This design comes from an exercise in tuning for small area and a short achievable clock period on the open sky130 flow, not from production work. Only simulation tests tie the RTL to the original design; equivalence was not proved. Power is estimated from default activity; no workload was simulated.

File: flow/config.mk
export PLATFORM = sky130hd
export DESIGN_NAME = rv_plic_core
export DESIGN_NICKNAME = rv_plic_core
export VERILOG_FILES = /design/flow/design.v
export SDC_FILE = /design/flow/constraint.sdc
export NUM_CORES = 4
export LEC_CHECK = 0
export ABC_AREA = 1
export CAP_MARGIN = 20
export CORE_MARGIN = 2
export CORE_UTILIZATION = 40
export SLEW_MARGIN = 20
export TNS_END_PERCENT = 5
File: flow/constraint.sdc
create_clock -name core_clock -period 12.0 [get_ports {clk_i}]
set_input_delay 2.4000 -clock core_clock [delete_from_list [all_inputs] [get_ports {clk_i}]]
set_output_delay 2.4000 -clock core_clock [all_outputs]
set_load 0.01 [all_outputs]
File: flow/design.v
module prim_flop_2sync #(
  parameter int               Width      = 16,
  parameter logic [Width-1:0] ResetValue = '0
) (
  input                    clk_i,
  input                    rst_ni,
  input        [Width-1:0] d_i,
  output logic [Width-1:0] q_o
);
  logic [Width-1:0] intq;
  always_ff @(posedge clk_i or negedge rst_ni) begin
    if (!rst_ni) begin
      intq <= ResetValue;
      q_o  <= ResetValue;
    end else begin
      intq <= d_i;
      q_o  <= intq;
    end
  end
endmodule
module prim_max_tree #(
  parameter int NumSrc = 32,
  localparam int SrcWidth = $clog2(NumSrc)
) (
  input        [NumSrc-1:0]   req_i,
  output logic                any_o,
  output logic [SrcWidth-1:0] idx_o
);
  localparam int NumLevels = SrcWidth;
  localparam int NumNodes  = 2**(NumLevels+1)-1;
  logic [NumNodes-1:0]               any_tree;
  logic [NumNodes-1:0][SrcWidth-1:0] idx_tree;
  for (genvar level = 0; level < NumLevels+1; level++) begin : gen_tree
    localparam int Base0 = (2**level)-1;
    localparam int Base1 = (2**(level+1))-1;
    for (genvar offset = 0; offset < 2**level; offset++) begin : gen_level
      localparam int Pa = Base0 + offset;
      localparam int C0 = Base1 + 2*offset;
      localparam int C1 = Base1 + 2*offset + 1;
      if (level == NumLevels) begin : gen_leafs
        if (offset < NumSrc) begin : gen_assign
          assign any_tree[Pa] = req_i[offset];
        end else begin : gen_tie_off
          assign any_tree[Pa] = 1'b0;
        end
        assign idx_tree[Pa] = '0;
      end else begin : gen_nodes
        assign any_tree[Pa] = any_tree[C0] | any_tree[C1];
        if (level < NumLevels - 1) begin : gen_mux
          assign idx_tree[Pa][NumLevels-level-2:0] =
              idx_tree[C0][NumLevels-level-2:0] |
              (idx_tree[C1][NumLevels-level-2:0] & {(NumLevels-level-1){~any_tree[C0]}});
        end
        assign idx_tree[Pa][NumLevels-level-1] = ~any_tree[C0] & any_tree[C1];
        if (level > 0) begin : gen_zero
          assign idx_tree[Pa][SrcWidth-1:NumLevels-level] = '0;
        end
      end
    end
  end
  assign any_o = any_tree[0];
  assign idx_o = idx_tree[0];
endmodule
module rv_plic_gateway #(
  parameter int N_SOURCE = 32,
  parameter int IDW      = 5
) (
  input clk_i,
  input rst_ni,
  input [N_SOURCE-1:0] src_i,
  input           claim_i,
  input [IDW-1:0] claim_id_i,
  input           complete_i,
  input [IDW-1:0] complete_id_i,
  output logic [N_SOURCE-1:0] ip_o
);
  localparam int LoW = 4;
  localparam int HiW = IDW - LoW;
  localparam int NLo = 2**LoW;
  localparam int NHi = (N_SOURCE + NLo - 1) / NLo;
  logic [NHi-1:0] claim_hi, comp_hi;
  logic [NLo-1:0] claim_lo, comp_lo;
  always_comb begin
    for (int h = 0; h < NHi; h++) begin
      claim_hi[h] = claim_i    & (claim_id_i[IDW-1:LoW]    == HiW'(h));
      comp_hi[h]  = complete_i & (complete_id_i[IDW-1:LoW] == HiW'(h));
    end
    for (int l = 0; l < NLo; l++) begin
      claim_lo[l] = (claim_id_i[LoW-1:0]    == LoW'(l));
      comp_lo[l]  = (complete_id_i[LoW-1:0] == LoW'(l));
    end
  end
  logic [N_SOURCE-1:0] ia;
  logic [N_SOURCE-1:0] ip_d, ia_d;
  always_comb begin
    for (int s = 0; s < N_SOURCE; s++) begin
      ip_d[s] = ip_o[s] ? ~(claim_hi[s/NLo] & claim_lo[s%NLo]) : (src_i[s] & ~ia[s]);
      ia_d[s] = ia[s] ? (ip_o[s] | ~(comp_hi[s/NLo] & comp_lo[s%NLo])) : src_i[s];
    end
  end
  always_ff @(posedge clk_i or negedge rst_ni) begin
    if (!rst_ni) begin
      ip_o <= '0;
      ia   <= '0;
    end else begin
      ip_o <= ip_d;
      ia   <= ia_d;
    end
  end
endmodule
module rv_plic_target #(
  parameter int N_SOURCE = 32,
  parameter int MAX_PRIO = 3,
  localparam int SrcWidth  = $clog2(N_SOURCE),
  localparam int PrioWidth = $clog2(MAX_PRIO+1)
) (
  input clk_i,
  input rst_ni,
  input [N_SOURCE-1:0]  ip_i,
  input [N_SOURCE-1:0]  ie_i,
  input [N_SOURCE*PrioWidth-1:0] prio_i,
  input [PrioWidth-1:0]          threshold_i,
  output logic                irq_o,
  output logic [SrcWidth-1:0] irq_id_o
);
  localparam int NLev = MAX_PRIO + 1;
  logic [NLev-1:0][N_SOURCE-1:0] ge;    
  always_comb begin
    for (int k = 0; k < NLev; k++) begin
      for (int s = 0; s < N_SOURCE; s++) begin
        ge[k][s] = ip_i[s] & ie_i[s] & (prio_i[s*PrioWidth +: PrioWidth] >= PrioWidth'(k));
      end
    end
  end
  logic [NLev-1:0]               any;
  logic [NLev-1:0][SrcWidth-1:0] idx;
  for (genvar k = 0; k < NLev; k++) begin : gen_level
    prim_max_tree #(
      .NumSrc(N_SOURCE)
    ) u_prim_max_tree (
      .req_i(ge[k]),
      .any_o(any[k]),
      .idx_o(idx[k])
    );
  end
  logic                irq_d;
  logic [SrcWidth-1:0] irq_id_d;
  always_comb begin
    irq_id_d = idx[0];
    for (int k = 1; k < NLev; k++) begin
      if (any[k]) irq_id_d = idx[k];
    end
    irq_d = 1'b0;
    for (int k = 1; k < NLev; k++) begin
      if (threshold_i == PrioWidth'(k-1)) irq_d = any[k];
    end
  end
  always_ff @(posedge clk_i or negedge rst_ni) begin
    if (!rst_ni) begin
      irq_o    <= 1'b0;
      irq_id_o <= '0;
    end else begin
      irq_o    <= irq_d;
      irq_id_o <= irq_id_d;
    end
  end
endmodule
module rv_plic_core #(
  parameter int NumSrc = 186,
  localparam int SRCW  = $clog2(NumSrc),
  localparam int MAX_PRIO = 3,
  localparam int PRIOW = $clog2(MAX_PRIO+1)
) (
  input                     clk_i,
  input                     rst_ni,
  input  [NumSrc-1:0]       intr_src_i,
  input  [NumSrc*PRIOW-1:0] prio_i,
  input  [NumSrc-1:0]       ie_i,
  input  [PRIOW-1:0]        threshold_i,
  input                     claim_i,
  input                     complete_i,
  input  [SRCW-1:0]         complete_id_i,
  output [NumSrc-1:0]       ip_o,
  output                    irq_o,
  output [SRCW-1:0]         irq_id_o
);
  logic [NumSrc-1:0] ip;
  logic [NumSrc-1:0] intr_src_synced;
  assign ip_o = ip;
  prim_flop_2sync #(
    .Width(NumSrc)
  ) u_prim_flop_2sync (
    .clk_i,
    .rst_ni,
    .d_i(intr_src_i),
    .q_o(intr_src_synced)
  );
  rv_plic_gateway #(
    .N_SOURCE   (NumSrc),
    .IDW        (SRCW)
  ) u_gateway (
    .clk_i,
    .rst_ni,
    .src_i         (intr_src_synced),
    .claim_i       (claim_i),
    .claim_id_i    (irq_id_o),
    .complete_i    (complete_i),
    .complete_id_i (complete_id_i),
    .ip_o          (ip)
  );
  rv_plic_target #(
    .N_SOURCE    (NumSrc),
    .MAX_PRIO    (MAX_PRIO)
  ) u_target (
    .clk_i,
    .rst_ni,
    .ip_i        (ip),
    .ie_i        (ie_i),
    .prio_i      (prio_i),
    .threshold_i (threshold_i),
    .irq_o       (irq_o),
    .irq_id_o    (irq_id_o)
  );
endmodule
File: flow/flow/run.sh
#!/bin/bash
# Layout flow: the standard ORFS flow (standard.sh, with its standard
# synthesis), changed only in how it optimises:
#  - the port buffers that global placement inserts on every input and output
#    are sky130_fd_sc_hd__buf_1 instead of the resizer's default choice;
#  - clock tree synthesis clusters up to 20 flip-flops within 120 um per leaf
#    buffer and inserts no dummy loads;
#  - timing repair aims for a larger setup slack at the same 12 ns clock,
#    on the worst 5% of endpoints (TNS_END_PERCENT in config.mk).
# The SDC (clock period, I/O delays, loads) is the standard flow's, unchanged.
set -euo pipefail
export BUFFER_PORTS_ARGS="-buffer_cell sky130_fd_sc_hd__buf_1"
export CTS_ARGS="-sink_clustering_enable -repair_clock_nets -dont_use_dummy_load -sink_clustering_size 20 -sink_clustering_max_diameter 120"
bash standard.sh SETUP_SLACK_MARGIN=8.5 finish > make_finish.log 2>&1
File: flow/standard.sh
#!/bin/bash
# synth_recipe.tcl (not shown) runs the flow's synth.tcl, then flattens the netlist and writes it again
# the make line also repeats each setting of config.mk as NAME=value (left out here)
make -C /OpenROAD-flow-scripts/flow DESIGN_CONFIG=/design/flow/config.mk WORK_HOME=/design/flow/orfs CLKGATE_MAP_FILE= SYNTH_SCRIPT=/design/flow/synth_recipe.tcl "${@:-finish}"
==> results of run 1 <==
-- worst min-delay path by stage --
| stage | start | end | slack [ns] |
|---|---|---|---|
| 6_report | u_prim_flop_2sync.intq[8] | u_prim_flop_2sync.q_o[8] | 0.35 |
| 5_1_grt | u_prim_flop_2sync.intq[53] | u_prim_flop_2sync.q_o[53] | 0.35 |
| 4_1_cts | u_prim_flop_2sync.intq[53] | u_prim_flop_2sync.q_o[53] | 0.33 |
| 3_5_place_dp | u_prim_flop_2sync.intq[111] | u_prim_flop_2sync.q_o[111] | 0.33 |
| 3_3_place_gp | u_prim_flop_2sync.intq[49] | u_prim_flop_2sync.q_o[49] | 0.33 |
| 2_1_floorplan | u_prim_flop_2sync.intq[0] | u_prim_flop_2sync.q_o[0] | 0.33 |
-- power groups by stage --
stage	Combinational [mW]	Clock [mW]	Sequential [mW]
3_3_place_gp	1.79	0	2.91
2_1_floorplan	0.911	0	2.87
3_5_place_dp	1.80	0	2.91
6_report	1.95	1.53	2.86
5_1_grt	2.09	1.65	2.88
4_1_cts	1.85	1.56	2.86
-- sequential cells by signal, summed over array words and instances (netlist names) --
| signal | count |
|---|---|
| u_gateway.ia | 186 |
| u_gateway.ip_o | 186 |
| u_prim_flop_2sync.intq | 186 |
| u_prim_flop_2sync.q_o | 186 |
| u_target.irq_id_o | 8 |
| u_target.irq_o | 1 |
-- worst max-delay path, delay by kind of cell --
family / cells / cell delay (ns)
and+or+nand+nor: 8 / 0.82
buffers and inverters: 3 / 0.25
AOI/OAI and AO/OA: 4 / 0.85
-- routing by layer --
metal	track usage, %	vias up	part of all wire, %
li1	-	19600	-
met1	47.0	20300	40
met2	58.9	1826	47
met3	6.20	375	7.5
met4	17.1	18	5.2
met5	0	-	0.060
-- logic make-up (layout without fill, tap and decap cells) --
| kind of cell | after synthesis | count (layout) | share of synthesized area [%] |
|---|---|---|---|
| AND/OR/NAND/NOR | 2531 | 2531 | 28.2 |
| AO/OA/AOI/OAI | 1204 | 1204 | 17.0 |
| other | 0 | 47 | 0 |
| flip-flops | 753 | 753 | 46.6 |
| buffers and inverters | 886 | 1933 | 8.25 |
-- area by class of cell --
cell class                 instances  share of cell area, %
clock buffer                      45                   2.29
timing repair buffer            1056                   9.29
antenna                           47                  0.239
inverter                         832                   6.40
sequential                       753                   38.4
multi-input combinational       3735                   40.1
tap                             1298                   3.30
-- cell usage after synthesis (all sizes together) --
master	number
o211ai	6
o22ai	22
nand3b	4
a21oi	370
nand3	260
a31o	1
a41oi	1
dfrtp	753
o21bai	16
nor3b	4
and2	3
inv	826
nor2b	1
clkbuf	54
o31ai	13
nand4	16
a21boi	16
or2	3
nor2	729
a31oi	395
o21ai	362
a22oi	2
nor3	58
clkinv	6
nand2	1453
-- timing repair --
action | in CTS | in global routing
gates cloned | 1 | 1
endpoints found under the setup margin | 632 | 568
hold buffers | 0 | 0
buffers inserted | 10 | 62
pin swaps | 4 | 62
resized for setup | 94 | 252
==> results by group, run 1 <==
GRT
  • GR Util All Layers: 36.3%
  • First-pass GRT wire length: 267000 um
  • Vias in the first global route: 38900
  • Antenna violations before repair: 58
  • Total grt overflow: 0
  • Largest net degree at the start of global routing: 158

Final layout
  • Final Non-Filler Cells: 7766
  • Fraction of layout cells with a size suffix above 1: 17.3%
  • Fin area: 49200 um^2
  • Final net count: 7181
  • Area of the multi-input gates: 19700 um^2
  • Fill cells: 10200
  • Leading cell type in the layout, fill and taps excluded: nand2_1
  • Post-Route Utilization: 49.1%
  • Storage element area: 18900 um^2
  • Area Overhead vs Synth: 21.7%
  • Commonest non-fill, non-tap cells in the layout: nand2_1 (1105), buf_1 (918), dfrtp_1 (714)

Job
  • Max-cap viol count: 0

Setup path
  • Worst reg-to-reg setup slack: 9.44 ns
  • Critical path's slowest cell: o21ai_0
  • R2R Path Start: u_gateway.ip_o[46]
  • CP Launch Point: ie_i[112]
  • Worst Path Max Fanout: 3
  • Reg-to-reg endpoint: u_target.irq_id_o[0]
  • Crit. End Element: flip-flop
  • Slowest stage delay, CP: 0.38 ns
  • Critical Path RT: 12.53 ns
  • Most frequent CP cell: nand2_1
  • Crit path launch type: input pin
  • WS Path Type: in2reg
  • R2R depth: 18
  • Data arrival, critical path: 4.32 ns
  • End of the critical path: u_target.irq_id_o[4]
  • Crit path cell chain: buf_1, nand2_2, inv_2, nand2_2, nor2_1, a21oi_2, nand2_1, inv_2, nand2_1, nor2_1, nor3_1, o21ai_0, o21ai_0, a21oi_1, nand2_1

Place
  • RD Place Congestion: 0.995
  • Detailed Place HPWL: 155000 um
  • Dpl ws: 7.23 ns
  • Placed cell count: 7599
  • Dpl cell area: 46400 um^2
  • # port buffers: 952

Drt
  • Post-Route WL: 194000 um
  • Starting DRT DRC Count: 4124
  • Drt wl/cell: 25.0 um
  • Drt pass-1 iters: 8
  • Vias per inst: 5.42
  • DRC viols: 0
  • DR vias: 42100
  • Final ANT Viol Nets: 0

Power and ir drop
  • Switching fraction of total power: 38.8%
  • Logic pwr share: 30.7%
  • Psw: 2.46 mW
  • Internal power: 3.88 mW
  • Leakage: 23.7 nW
  • Flop pwr share: 45.1%
  • Clk network pwr share: 24.2%
  • Cell Pwr Density: 129 nW/um^2
  • Worst VDD drop: 0.101 mV
  • Design Power: 6.35 mW

Floorplan
  • I/O pins: 953
  • Initial Util: 40.4%
  • Placeable Area: 100000 um^2
  • Die area: 104000 um^2
  • Die extent in y: 322 um
  • FP Rows: 116
  • Die X-Extent: 322 um

Clock tree
  • CTS Buf Count: 45
  • Reg clk slew, reported paths: 0.09 ns
  • Clk buf depth: 3
  • H-tree Lvls: 2
  • Worst skew pair latency: 0.66 ns
  • CTS tree: done
  • Root Driver: clkbuf_16
  • Clk sinks: 753

Synth
  • Cell taking the most area after synthesis: dfrtp_1
  • Post-Syn Area per Cell: 7.52 um^2
  • Synth Register Bits: 753
  • Sequential share of the synthesized area: 46.6%
  • Synth warnings: 3
  • Post-Syn Instances: 5374
  • Yosys cell types: 42
  • Synthesized cell area: 40400 um^2
  • Post-synth net total: 6132
  • Synth top area share: 46.6%
  • Synth area leaders: dfrtp_1 (47%), nand2_1 (11%), a31oi_1 (6.1%), inv_1 (5.9%), nor2_1 (5.8%)

STA
  • Final-report hold violation count: 0
  • Relative slew slack: 21.7%
  • Clk_skew: 0.0387 ns
  • Worst Tran Pin Value: 1.17 ns
  • Setup violators final: 0
  • Fin. max-slew vios: 0
  • Worst hold slack: 0.346 ns
  • Period utilization: 31.6%
  • Fmax: 264 MHz
  • RSZ-0062 raised after global routing: true
  • Final min period: 3.79 ns
  • Final worst slack: 8.21 ns
  • Setup TNS Final: 0 ns

Hold path
  • HP Class: reg2reg
  • Hold Crit Depth: 0

Run status
  • Status: finished clean
==> run 2: changes to the inputs <==
--- a/flow/flow/run.sh
+++ b/flow/flow/run.sh
@@ -13,2 +13,2 @@
 export CTS_ARGS="-sink_clustering_enable -repair_clock_nets -dont_use_dummy_load -sink_clustering_size 20 -sink_clustering_max_diameter 120"
-bash standard.sh SETUP_SLACK_MARGIN=8.5 finish > make_finish.log 2>&1
+bash standard.sh SETUP_SLACK_MARGIN=8.75 finish > make_finish.log 2>&1
==> results by group, run 2 <==
GRT
  • First-pass GRT wire length: 272000 um
  • GR Util All Layers: 37.0%
  • Total grt overflow: 0
  • Antenna violations before repair: 79
  • Largest net degree at the start of global routing: 156
  • Vias in the first global route: 39400

STA
  • Fin. max-slew vios: 0
  • Period utilization: 31.2%
  • Relative slew slack: 18.8%
  • Clk_skew: 0.0507 ns
  • Worst Tran Pin Value: 1.22 ns
  • Fmax: 267 MHz
  • Setup violators final: 0
  • Final min period: 3.74 ns
  • Worst hold slack: 0.317 ns
  • RSZ-0062 raised after global routing: true
  • Setup TNS Final: 0 ns
  • Final-report hold violation count: 0

Final layout
  • Fraction of layout cells with a size suffix above 1: 21.1%
  • Area of the multi-input gates: 20300 um^2
  • Storage element area: 18900 um^2
  • Post-Route Utilization: 50.7%
  • Fill cells: 10200
  • Leading cell type in the layout, fill and taps excluded: nand2_1
  • Commonest non-fill, non-tap cells in the layout: nand2_1 (1061), buf_1 (880), dfrtp_1 (672)
  • Area Overhead vs Synth: 25.6%
  • Final net count: 7271

Setup path
  • Crit path launch type: input pin
  • Data arrival, critical path: 4.27 ns
  • R2R Path Start: u_gateway.ip_o[30]
  • Reg-to-reg endpoint: u_target.irq_id_o[4]
  • Critical path's slowest cell: nor2_1
  • Slowest stage delay, CP: 0.22 ns
  • Critical Path RT: 12.53 ns
  • R2R depth: 17
  • Worst reg-to-reg setup slack: 9.40 ns
  • Most frequent CP cell: nand2_1
  • WS Path Type: in2reg
  • Worst Path Max Fanout: 6
  • Crit. End Element: flip-flop
  • Crit path cell chain: buf_1, nand2_1, inv_1, o21ai_0, nand2_1, nor2_4, nand2_2, nor2_4, nand3_4, nand2_1, nor2_1, nand3_1, nand3_1, nand2_1, nand2_1, nand2_1

Floorplan
  • Initial Util: 40.4%
  • Die area: 104000 um^2
  • Die X-Extent: 322 um
  • Die extent in y: 322 um
  • Placeable Area: 100000 um^2
  • FP Rows: 116
  • I/O pins: 953

Hold path
  • Worst hold path endpoint: u_prim_flop_2sync.q_o[62]
  • HP Class: reg2reg
  • Hold Crit Depth: 0
  • HP Start: u_prim_flop_2sync.intq[62]

Synth
  • Synth top area share: 46.6%
  • Synth warnings: 3
  • Post-Syn Area per Cell: 7.52 um^2
  • Post-synth net total: 6132
  • Post-synth EDFFs: 0
  • Synth cell count leaders: nand2_1 (1203), dfrtp_1 (753), inv_1 (636)
  • Most used DFF post-synth: dfrtp_1
  • Synthesized cell area: 40400 um^2
  • Post-Syn Instances: 5374
  • Fraction of registers with async set/reset: 100%
  • Sequential share of the synthesized area: 46.6%
  • Yosys cell types: 42
  • Cell taking the most area after synthesis: dfrtp_1
  • Synth area leaders: dfrtp_1 (47%), nand2_1 (11%), a31oi_1 (6.1%), inv_1 (5.9%), nor2_1 (5.8%)
  • Most common cell in the synthesized netlist: nand2_1
  • Synth Register Bits: 753

Power and ir drop
  • Worst VDD drop: 0.128 mV
  • Cell Pwr Density: 129 nW/um^2
  • Leakage: 24.4 nW

Drt
  • DRC viols: 0
  • Starting DRT DRC Count: 4043
  • Drt pass-1 iters: 7
  • DR vias: 42800
  • Final ANT Viol Nets: 0
  • Drt wl/cell: 25.3 um
  • Vias per inst: 5.44
  • Post-Route WL: 199000 um

Place
  • Detailed Place HPWL: 158000 um
  • RD Place Congestion: 1.01
  • # port buffers: 952

Clock tree
  • Root Driver: clkbuf_16
  • Clk buf depth: 3
  • Clk sinks: 753
  • Hold buffers post-CTS: 0
  • Reg clk slew, reported paths: 0.09 ns
  • H-tree Lvls: 2
  • Worst skew pair latency: 0.67 ns
  • CTS tree: done
  • CTS Buf Count: 45

Run status
  • Status: finished clean

Job
  • Max-cap viol count: 0
run 2: cell counts after synthesis:
Identical to the previous run, type by type.
run 2: cells by family after synthesis:
group,share of synthesized area [%]
and+or+nand+nor,28.2
AOI/OAI and AO/OA,17.0
DFF,46.6
buffers and inverters,8.25
run 2: worst max-delay path by stage:
| stage | from | to | slack [ns] | cells past startpoint |
|---|---|---|---|---|
| floorplan | ie_i[45] | u_target.irq_id_o[0] | 8.14 | 16 |
| detailed placement | rst_ni | u_prim_flop_2sync.intq[45] | 7.09 | 3 |
| global route | prio_i[228] | u_target.irq_id_o[5] | 8.19 | 18 |
| global placement | rst_ni | u_prim_flop_2sync.intq[45] | 7.09 | 3 |
| finish | ie_i[184] | u_target.irq_id_o[1] | 8.26 | 16 |
| CTS | u_gateway.ip_o[18] | ip_o[18] | 8.27 | 1 |
run 2: power breakdown:
part	leakage (nW)	internal, mW	switching, mW
clock	0.555	0.667	0.879
sequential	7.74	2.68	0.160
combinational	16.2	0.634	1.50
total	24.4	3.99	2.54
run 2: through the flow:
stage | area, um^2 | setup slack, ns | cells | total power [mW]
floorplan | 40900 | 8.14 | 5374 | 3.79
global placement | 46400 | 7.09 | 7602 | 4.72
detailed placement | 46500 | 7.09 | 7604 | 4.73
CTS | 48200 | 8.27 | 7673 | 6.32
global route | 50700 | 8.19 | 7852 | 6.78
finish | 50800 | 8.26 | 7867 | 6.53
run 2: what timing repair did:
item	4_1_cts	5_1_grt
endpoints found under the setup margin	792	825
setup buffers	23	135
endpoints found under the hold margin	0	0
cloned	1	0
pin swaps	11	140
gates resized for setup	156	481
run 2: layer usage:
| metal | routed length [um] | vias to the layer above | global-route usage [%] |
|---|---|---|---|
| li1 | - | 19800 | - |
| met1 | 79200 | 20600 | 47.0 |
| met2 | 92600 | 1971 | 60.0 |
| met3 | 15300 | 438 | 7.14 |
| met4 | 11600 | 32 | 18.9 |
| met5 | 205 | - | 0 |
run 2: cell type report:
class                           count  share of cell area [%]
Tap cell                         1298                    3.20
Inverter                          832                    6.27
Sequential cell                   753                    37.3
Multi-Input combinational cell   3735                    39.9
Antenna cell                       58                   0.286
Clock buffer                       45                    2.22
Timing Repair Buffer             1146                    10.8
run 2: worst max-delay path, delay by kind of cell:
family / cells / cell delay [ns]
simple gates: 13 / 1.38
buf+inv: 2 / 0.29
compound gates: 1 / 0.19
==> run 3: changes to the inputs <==
--- a/flow/flow/run.sh
+++ b/flow/flow/run.sh
@@ -13,2 +13,2 @@
 export CTS_ARGS="-sink_clustering_enable -repair_clock_nets -dont_use_dummy_load -sink_clustering_size 20 -sink_clustering_max_diameter 120"
-bash standard.sh SETUP_SLACK_MARGIN=8.75 finish > make_finish.log 2>&1
+bash standard.sh SETUP_SLACK_MARGIN=8.4 finish > make_finish.log 2>&1
==> results by group, run 3 <==
STA
  • Relative slew slack: 16.1%
  • RSZ-0062 raised after global routing: true
  • Setup violators final: 0
  • Final min period: 3.91 ns
  • Fin. max-slew vios: 0
  • Clk_skew: 0.0275 ns
  • Fmax: 256 MHz
  • Setup TNS Final: 0 ns
  • Worst Tran Pin Value: 1.25 ns
  • Period utilization: 32.5%
  • Final-report hold violation count: 0

Clock tree
  • Root Driver: clkbuf_16
  • CTS tree: done
  • H-tree Lvls: 2
  • Worst skew pair latency: 0.64 ns
  • Reg clk slew, reported paths: 0.08 ns
  • CTS Buf Count: 45
  • Clk buf depth: 3
  • Clk sinks: 753

Synth
  • Synth warnings: 3
  • Synth cell count leaders: nand2_1 (1203), dfrtp_1 (753), inv_1 (636)
  • Post-synth EDFFs: 0
  • Synth area leaders: dfrtp_1 (47%), nand2_1 (11%), a31oi_1 (6.1%), inv_1 (5.9%), nor2_1 (5.8%)
  • Cell taking the most area after synthesis: dfrtp_1
  • Sequential share of the synthesized area: 46.6%
  • Most used DFF post-synth: dfrtp_1
  • Yosys cell types: 42
  • Synth Register Bits: 753
  • Most common cell in the synthesized netlist: nand2_1
  • Synth top area share: 46.6%
  • Post-Syn Area per Cell: 7.52 um^2
  • Post-Syn Instances: 5374
  • Synthesized cell area: 40400 um^2
  • Fraction of registers with async set/reset: 100%
  • Post-synth net total: 6132

GRT
  • Total grt overflow: 0
  • Vias in the first global route: 38900
  • Largest net degree at the start of global routing: 139
  • Antenna violations before repair: 60
  • GR Util All Layers: 35.8%
  • First-pass GRT wire length: 264000 um

Floorplan
  • Die extent in y: 322 um
  • Die X-Extent: 322 um
  • I/O pins: 953
  • Initial Util: 40.4%
  • Placeable Area: 100000 um^2
  • Die area: 104000 um^2
  • FP Rows: 116

Final layout
  • Storage element area: 18900 um^2
  • Final net count: 7184
  • Fraction of layout cells with a size suffix above 1: 16.4%
  • Leading cell type in the layout, fill and taps excluded: nand2_1
  • Area Overhead vs Synth: 21.1%
  • Area of the multi-input gates: 19600 um^2
  • Fill cells: 10200
  • Commonest non-fill, non-tap cells in the layout: nand2_1 (1121), buf_1 (933), dfrtp_1 (744)
  • Final Non-Filler Cells: 7768

Place
  • Detailed Place HPWL: 153000 um
  • RD Place Congestion: 1.02
  • Placed cell count: 7601
  • # port buffers: 952

Drt
  • Drt pass-1 iters: 6
  • Post-Route WL: 192000 um
  • Starting DRT DRC Count: 4238
  • Vias per inst: 5.44
  • DR vias: 42200
  • DRC viols: 0
  • Drt wl/cell: 24.7 um
  • Final ANT Viol Nets: 0

Run status
  • Status: finished clean

Setup path
  • Crit. End Element: flip-flop
  • Worst Path Max Fanout: 3
  • Data arrival, critical path: 4.44 ns
  • WS Path Type: in2reg
  • Worst reg-to-reg setup slack: 9.40 ns
  • Crit path launch type: input pin
  • R2R Path Start: u_gateway.ip_o[46]
  • R2R depth: 19
  • Critical Path RT: 12.53 ns
  • Reg-to-reg endpoint: u_target.irq_id_o[5]

Power and ir drop
  • Cell Pwr Density: 129 nW/um^2
  • Leakage: 23.7 nW
  • Flop pwr share: 45.4%
  • Clk network pwr share: 24.1%
  • Psw: 2.44 mW
  • Switching fraction of total power: 38.7%
  • Logic pwr share: 30.5%
  • Internal power: 3.86 mW
  • Worst VDD drop: 0.0989 mV

Hold path
  • Worst hold path endpoint: u_prim_flop_2sync.q_o[130]
  • HP Start: u_prim_flop_2sync.intq[130]
  • HP Class: reg2reg
  • Hold Crit Depth: 0

Job
  • Max-cap viol count: 0
## run 3: cell counts after synthesis
No cell type changed its count.
## run 3: power groups by stage
stage | logic (mW) | registers (mW) | clock network [mW]
floorplan | 0.902 | 2.86 | 0
global placement | 1.78 | 2.90 | 0
detailed placement | 1.79 | 2.90 | 0
CTS | 1.79 | 2.86 | 1.54
global route | 2.07 | 2.87 | 1.63
finish | 1.92 | 2.86 | 1.52
## run 3: cell type report
| type | instances | area share [%] |
|---|---|---|
| sequential | 753 | 38.5 |
| tap | 1298 | 3.32 |
| antenna | 46 | 0.235 |
| timing repair buffer | 1059 | 9.28 |
| multi-input combinational | 3735 | 40.0 |
| clock buffer | 45 | 2.30 |
| inverter | 832 | 6.41 |
## run 3: worst max-delay path by stage
stage                     start              endpoint  slack, ns  depth (start not counted)
CTS                    ie_i[70]  u_target.irq_id_o[3]       8.09                         14
floorplan               ie_i[0]  u_target.irq_id_o[0]       8.13                         15
finish              prio_i[133]  u_target.irq_id_o[0]       8.09                         16
detailed placement       rst_ni   u_gateway.ip_o[146]       7.11                          3
global placement         rst_ni   u_gateway.ip_o[146]       7.09                          3
global route            ie_i[5]  u_target.irq_id_o[5]       8.06                         19
## run 3: timing repair
item                       CTS  global route
pin swaps                    1            89
hold endpoints to repair     0             0
gates resized for setup     17           308
hold buffers                 0             0
setup endpoints to repair  615           632
buffers inserted             1            74
## run 3: critical path: stages
cell and delay (ns):
buf_1 0.15, inv_1 0.13, nor2_4 0.16, inv_2 0.04, nand2_1 0.13, nor2_4 0.06
nand2_2 0.11, inv_1 0.10, nand2_1 0.08, nand3_1 0.15, a21oi_1 0.31, nand2_1 0.15
nand2_1 0.12, nand3_1 0.09, nor2_1 0.16, a21oi_2 0.07
## run 3: per-stage QoR
step | area [um^2] | util, % | power [mW] | hold slack, ns | setup slack, ns
4_1_cts | 47400 | 47.3 | 6.19 | 0.329 | 8.09
6_report | 49000 | 48.9 | 6.30 | 0.330 | 8.09
5_1_grt | 49000 | 48.9 | 6.56 | 0.330 | 8.06
3_5_place_dp | 46200 | 46.1 | 4.69 | 0.335 | 7.11
3_3_place_gp | 46200 | 46.1 | 4.68 | 0.331 | 7.09
2_1_floorplan | 40600 | - | 3.77 | 0.331 | 8.13
## run 3: metal layers
metal  up-vias  track usage (%)  part of all wire (%)  wire (um)
met2      1883             57.6                    46      89000
met5         -                0                 0.060        116
met3       404             6.45                   7.6      14600
met1     20400             46.0                    40      77200
li1      19600                -                     -          -
met4        20             19.1                   5.6      10800
## run 3: logic make-up (layout without fill, tap and decap cells)
family,Yosys count,count (layout),share of synthesized area (%)
AOI/OAI and AO/OA,1204,1204,17.0
buffers and inverters,886,1936,8.25
DFF,753,753,46.6
other,0,46,0
and+or+nand+nor,2531,2531,28.2
==> run 4: changes to the inputs <==
--- a/flow/flow/run.sh
+++ b/flow/flow/run.sh
@@ -5,3 +5,3 @@
 #    are sky130_fd_sc_hd__buf_1 instead of the resizer's default choice;
-#  - clock tree synthesis clusters up to 20 flip-flops within 120 um per leaf
+#  - clock tree synthesis clusters up to 25 flip-flops within 100 um per leaf
 #    buffer and inserts no dummy loads;
@@ -12,3 +12,3 @@
 export BUFFER_PORTS_ARGS="-buffer_cell sky130_fd_sc_hd__buf_1"
-export CTS_ARGS="-sink_clustering_enable -repair_clock_nets -dont_use_dummy_load -sink_clustering_size 20 -sink_clustering_max_diameter 120"
-bash standard.sh SETUP_SLACK_MARGIN=8.4 finish > make_finish.log 2>&1
+export CTS_ARGS="-sink_clustering_enable -repair_clock_nets -dont_use_dummy_load -sink_clustering_size 25 -sink_clustering_max_diameter 100"
+bash standard.sh SETUP_SLACK_MARGIN=8.5 finish > make_finish.log 2>&1
==> results by group, run 4 <==
Floorplan
  • Die X-Extent: 322 um
  • Placeable Area: 100000 um^2
  • FP Rows: 116
  • Die extent in y: 322 um
  • Initial Util: 40.4%
  • Die area: 104000 um^2
  • I/O pins: 953

Final layout
  • Leading cell type in the layout, fill and taps excluded: nand2_1
  • Fraction of layout cells with a size suffix above 1: 17.4%
  • Fin area: 49200 um^2
  • Final net count: 7173
  • Final Non-Filler Cells: 7757
  • Post-Route Utilization: 49.1%
  • Area Overhead vs Synth: 21.7%
  • Commonest non-fill, non-tap cells in the layout: nand2_1 (1103), buf_1 (919), dfrtp_1 (721)

Clock tree
  • Hold buffers post-CTS: 0
  • Reg clk slew, reported paths: 0.10 ns
  • Worst skew pair latency: 0.65 ns
  • CTS Buf Count: 41
  • CTS tree: done
  • Clk sinks: 753
  • H-tree Lvls: 2
  • Root Driver: clkbuf_16
  • Clk buf depth: 3

Drt
  • DRC viols: 0
  • Post-Route WL: 194000 um
  • Final ANT Viol Nets: 0
  • Drt pass-1 iters: 6
  • Drt wl/cell: 25.0 um
  • Vias per inst: 5.44
  • DR vias: 42200
  • Starting DRT DRC Count: 4050

Synth
  • Post-Syn Instances: 5374
  • Yosys cell types: 42
  • Synth cell count leaders: nand2_1 (1203), dfrtp_1 (753), inv_1 (636)
  • Post-Syn Area per Cell: 7.52 um^2
  • Post-synth EDFFs: 0
  • Most used DFF post-synth: dfrtp_1
  • Synth area leaders: dfrtp_1 (47%), nand2_1 (11%), a31oi_1 (6.1%), inv_1 (5.9%), nor2_1 (5.8%)
  • Synth top area share: 46.6%
  • Post-synth net total: 6132
  • Synth warnings: 3
  • Sequential share of the synthesized area: 46.6%
  • Fraction of registers with async set/reset: 100%
  • Most common cell in the synthesized netlist: nand2_1
  • Synthesized cell area: 40400 um^2
  • Synth Register Bits: 753
  • Cell taking the most area after synthesis: dfrtp_1

STA
  • Period utilization: 31.7%
  • Setup violators final: 0
  • Final worst slack: 8.20 ns
  • Clk_skew: 0.0900 ns
  • Fin. max-slew vios: 0
  • Fmax: 263 MHz
  • Setup TNS Final: 0 ns
  • Final min period: 3.80 ns
  • Worst Tran Pin Value: 1.20 ns
  • RSZ-0062 raised after global routing: true
  • Relative slew slack: 19.9%
  • Final-report hold violation count: 0

Place
  • Dpl ws: 7.23 ns
  • # port buffers: 952
  • Detailed Place HPWL: 155000 um
  • RD Place Congestion: 0.995
  • Placed cell count: 7599
  • Dpl cell area: 46400 um^2

Setup path
  • CP delay by family, top: simple AND/OR/NAND/NOR gates
  • WS Path Type: in2reg
  • Most frequent CP cell: nand2_1
  • Crit path cell chain: buf_1, inv_1, nor2_4, inv_2, nand2_1, nor2_2, nand2_2, nor2_4, buf_4, nand2_1, a21oi_1, a21oi_1, nand2_1, nand2_1, nand3_1, nor2_1, a21oi_1
  • Crit. End Element: flip-flop
  • Data arrival, critical path: 4.29 ns
  • Worst Path Max Fanout: 3
  • Critical path's slowest cell: a21oi_1
  • Critical Path RT: 12.49 ns
  • Slowest stage delay, CP: 0.30 ns
  • Crit path buf inv count: 4
  • Crit path launch type: input pin

Hold path
  • HP Class: reg2reg

GRT
  • First-pass GRT wire length: 266000 um
  • Met1 Resource Use GR: 46.5%
  • Largest net degree at the start of global routing: 158
  • Vias in the first global route: 38900
  • Total grt overflow: 0
  • GRT met3 Usage: 6.44%
  • Most Crowded Layer GR: met2
  • Grt met2 use: 58.3%
  • GR Util All Layers: 36.2%
  • Antenna violations before repair: 58

Run status
  • Status: finished clean

Job
  • Max-cap viol count: 0

Power and ir drop
  • Worst VDD drop: 0.0984 mV
  • Leakage: 23.7 nW
  • Cell Pwr Density: 127 nW/um^2
[run 4: layer usage]
layer / up-vias / wire length (um)
met5: - / 173
met4: 26 / 10700
met3: 399 / 15600
met2: 1922 / 90300
met1: 20300 / 77200
li1: 19600 / -
[run 4: logic make-up after synthesis]
kind of cell           synth area share [%]
buffers and inverters                  8.25
AOI/OAI and AO/OA                      17.0
DFF                                    46.6
and+or+nand+nor                        28.2
[run 4: cell type report]
cell class	count	area, um^2
clock buffer	41	1030
antenna	46	115
tap	1298	1620
inverter	832	3140
sequential	753	18900
timing repair buffer	1052	4530
fill	10200	51000
multi-input combinational	3735	19900
[run 4: worst reg2reg max path, stage by stage (launching register included)]
cell and delay (ns):
dfrtp_2 0.48, buf_4 0.21, nand2_4 0.17, inv_2 0.08, nand2_2 0.09, nand2_2 0.08
nor2_4 0.10, buf_4 0.12, nor3_1 0.04, o21ai_0 0.35, nand2_1 0.11, a21oi_1 0.27
nand3_1 0.13, nor2_1 0.12, a21oi_1 0.07
[run 4: final timing paths]
check / slack (ns) / depth (start not counted) / to / startpoint
worst max-delay path: 8.20 / 17 / u_target.irq_id_o[2] / prio_i[143]
worst min-delay path: 0.33 / 0 / u_prim_flop_2sync.q_o[152] / u_prim_flop_2sync.intq[152]
worst max register to register: 9.41 / 14 / u_target.irq_id_o[2] / u_gateway.ip_o[46]
worst min register to register: 0.33 / 0 / u_prim_flop_2sync.q_o[152] / u_prim_flop_2sync.intq[152]
max in group asynchronous: 8.60 / 3 / u_gateway.ip_o[43] / rst_ni
min in group asynchronous: 1.72 / 1 / u_prim_flop_2sync.intq[100] / rst_ni
[run 4: power by group]
part | leakage (nW) | internal (mW) | switching, mW | total [mW]
Sequential | 7.76 | 2.68 | 0.183 | 2.86
Combinational | 15.4 | 0.533 | 1.42 | 1.95
Clock | 0.506 | 0.611 | 0.845 | 1.46
[run 4: per-stage QoR]
| step | hold WS (ns) | total power, mW |
|---|---|---|
| after floorplan | 0.331 | 3.78 |
| after global placement | 0.331 | 4.69 |
| after detailed placement | 0.335 | 4.71 |
| after CTS | 0.330 | 6.18 |
| after global routing | 0.332 | 6.53 |
| final | 0.327 | 6.27 |
[run 4: repair_timing]
| item | 4_1_cts | 5_1_grt |
|---|---|---|
| cloned | 1 | 1 |
| setup endpoints to repair | 636 | 583 |
| pin swaps | 3 | 69 |
| setup buffers | 8 | 60 |
| gates resized for setup | 92 | 273 |

## what the ideal ports hide
In the flow no input, the clock included, has a driving cell. The finished layouts below were timed again as built, in two steps.
Step 1 sets driving cells, clkbuf_16 on the clock port and buf_2 on the other inputs (assumed; they add their load-dependent delay and slew).
Step 2 times the ports against the registers' clock, not the clock port: input delays grow and output delays shrink by t, the midpoint of the rising clock arrivals with the driver on.
Three values: ideal, step 1, step 2; two values: the first two.
| run | shift t [ns] | slack for setup (ns) | clock arrival spread, ns | worst data-port slew with drivers (ns) |
|---|---|---|---|---|
| run 1 | 0.715 | 8.209 / 8.144 / 7.547 | 0.050 / 0.050 | 0.19 |
| run 2 | 0.719 | 8.255 / 8.207 / 7.563 | 0.052 / 0.052 | 0.26 |
| run 3 | 0.703 | 8.094 / 8.088 / 7.440 | 0.028 / 0.028 | 0.19 |
| run 4 | 0.681 | 8.202 / 8.147 / 7.571 | 0.093 / 0.092 | 0.20 |
After both steps setup and hold are still met in every run listed. The setup slack of run 2, which loses most, moves by -0.048 ns with the drivers and by -0.692 ns with both steps.
